Source: an optimization exercise on an open RTL-to-GDS flow (aim: small area and a short achievable clock period). Production flows keep margins and buffers that such runs may drop. In this exercise RTL edits were held to simulation tests only and were not proved equivalent to the original. Power is estimated from default activity; no workload was simulated.

==> trial 53 <==
## rv32i_top
module rv32i_top #(parameter n = 32)
                (
                input  logic clk,
                input  logic reset_n,
                output logic [n-1:0] imem_addr,
                input  logic [n-1:0] imem_rdata,
                output logic [n-1:0] dmem_addr,
                output logic dmem_re,
                output logic [3:0] dmem_wstrb,
                output logic [n-1:0] dmem_wdata,
                input  logic [n-1:0] dmem_rdata
                );
==> flow/config.mk <==
export PLATFORM = sky130hd
export DESIGN_NAME = rv32i_top
export DESIGN_NICKNAME = rv32i_top
export VERILOG_FILES = /design/flow/design.v
export SDC_FILE = /design/flow/constraint.sdc
export NUM_CORES = 4
export LEC_CHECK = 0
export CAP_MARGIN = 20
export CORE_MARGIN = 2
export CORE_UTILIZATION = 55
export CTS_BUF_LIST = sky130_fd_sc_hd__clkbuf_16
export CTS_CLUSTER_DIAMETER = 80
export CTS_CLUSTER_SIZE = 20
export PLACE_DENSITY = 0.75
export SETUP_SLACK_MARGIN = 3.8
export SLEW_MARGIN = 20
export SYNTH_HIERARCHICAL = 1
export TNS_END_PERCENT = 5
==> flow/constraint.sdc <==
create_clock -name core_clock -period 11.5 [get_ports {clk}]
set_input_delay 2.3000 -clock core_clock [delete_from_list [all_inputs] [get_ports {clk}]]
set_output_delay 2.3000 -clock core_clock [all_outputs]
set_load 0.01 [all_outputs]
standard.sh (not shown) runs the stock make flow with config.mk's settings and CLKGATE_MAP_FILE= SYNTH_SCRIPT=/design/flow/synth_recipe.tcl, a recipe that flattens the netlist after the stock synthesis.
==> flow/flow/run.sh <==
#!/bin/bash
# Layout flow: the standard flow (standard.sh, unchanged synthesis and
# steps), except that buffer_ports gives every input and output port a
# sky130_fd_sc_hd__buf_2 instead of its default pick (clkdlybuf4s50_1, a slow
# delay buffer). The full make output goes to standard.log in the work folder;
# ORFS keeps its per-step logs under orfs/logs.
set -euo pipefail
export BUFFER_PORTS_ARGS="-buffer_cell sky130_fd_sc_hd__buf_2"
bash standard.sh > standard.log 2>&1
==> build 91 (differences from trial 53) <==
--- a/flow/design.v
+++ b/flow/design.v
@@ -1873,15 +1873,22 @@
     assign opb  = use_rs2 ? rs2v : imm_ls;
     assign opbx = opb ^ {32{sub}};
     ks_addc32 alu_add (.ci(sub), .a(rs1v), .b(opbx), .s(sum), .co(cout));
     assign ltu  = ~cout;
     assign lts  = (rs1v[31] ^ opb[31]) ? rs1v[31] : ltu;
     assign eq   = (sum == 32'd0);
     logic [31:0] addr;
-    ks_adder32 addr_add (.au0(rs1_u0), .au1(rs1_u1), .bn(~imm_ls), .a(rs1v), .b(imm_ls), .s(addr));
+    logic [31:0] rs1a;
+    genvar ra;
+    generate
+        for (ra = 0; ra < 32; ra = ra + 1) begin : g_rs1a
+            rf_nand2 u (.a(rs1_u0[ra]), .b(rs1_u1[ra]), .y(rs1a[ra]));
+        end
+    endgenerate
+    ks_adder32 addr_add (.au0(rs1_u0), .au1(rs1_u1), .bn(~imm_ls), .a(rs1a), .b(imm_ls), .s(addr));
     logic [31:0] op2;
     assign op2 = opb;
     logic [31:0] sh_r;
     dp_shifter shifter (
         .a(rs1v), .sh_rs2(rs2v[4:0]), .sh_imm(inst[24:20]), .use_rs2(use_rs2), .left(~f3[2]),
         .fill(inst[30] & rs1v[31] & f3[2]), .y(sh_r)
     );
Settings changed: CORE_UTILIZATION 55 to 50, CTS_CLUSTER_DIAMETER 80 to 100, CTS_CLUSTER_SIZE 20 to 24, PLACE_DENSITY 0.75 to 0.65, SETUP_SLACK_MARGIN 3.8 to 3.6.
==> build 97 (differences from trial 53) <==
Settings changed: CORE_UTILIZATION 55 to 50, CTS_CLUSTER_DIAMETER 80 to 100, CTS_CLUSTER_SIZE 20 to 24, PLACE_DENSITY 0.75 to 0.65, SETUP_SLACK_MARGIN 3.8 to 3.6.
==> comparison <==
In sequential power, build 97 and trial 53 hardly differ.
The lowest power belongs to build 97, the highest to trial 53.
In build 97 the synthesized cell count is smaller than in build 91, by about 0.6%.
Maximum frequency, highest first: trial 53, build 97, build 91.
Routed wire length: trial 53 is lower than build 97 (0.72%).
In clock-buffer cell count, build 97 and build 91 do not differ.
==> figures <==
quantity                                                                trial 53               build 97               build 91
Status                                                            finished clean         finished clean         finished clean
Latest clock arrival within the worst-skew pair                          0.74 ns                0.71 ns                0.73 ns
Start of the worst register-to-register path               valid[12]$_DFFE_PN0P_  valid[13]$_DFFE_PN0P_  valid[13]$_DFFE_PN0P_
Worst path depth                                                              17                     12                     16
Final min period                                                         8.09 ns                8.16 ns                8.23 ns
Max IR drop VDD                                                       0.000149 V             0.000155 V             0.000153 V
DP Worst Slack                                                           1.30 ns                1.38 ns               0.926 ns
Pin count of the biggest net entering global routing                          71                     68                     63
Critical Path Fanout Max                                                      17                     32                     32
Final clock-cell share                                                     2.67%                  2.38%                  2.32%
Power share of the clock group                                             27.1%                  25.9%                  25.7%
Part of the total power dissipated in combinational logic                  23.1%                  23.3%                  23.5%
Total power after layout                                                 8.29 mW                8.11 mW                8.13 mW

## what the ideal ports hide
Ports are ideal in the flow. The routed layouts listed here were re-timed in OpenROAD.
Step 1 (the two cells are an assumption about what drives the block):
set clk [get_ports {clk}]
set_driving_cell -lib_cell sky130_fd_sc_hd__clkbuf_16 $clk
set_driving_cell -lib_cell sky130_fd_sc_hd__buf_2 [delete_from_list [all_inputs] $clk]
Step 2 moves the port delays by t, midway between the first and last clock arrival at a register: inputs arrive t later, outputs are due t later. That takes back most of the time a late clock gives input paths.
a / b / c = ideal / step 1 / step 2; a / b = the first two.
run	t, ns	setup WS [ns]	latest minus earliest clock arrival (ns)
trial 53	0.797	3.408 / 3.258 / 2.730	0.044 / 0.044
build 91	0.782	3.267 / 3.231 / 2.609	0.041 / 0.041
build 97	0.767	3.341 / 3.273 / 2.613	0.058 / 0.058
After both steps every run listed still meets setup and hold. For build 97, which loses most, drivers alone change the setup slack by -0.068 ns; drivers and shift together by -0.728 ns.
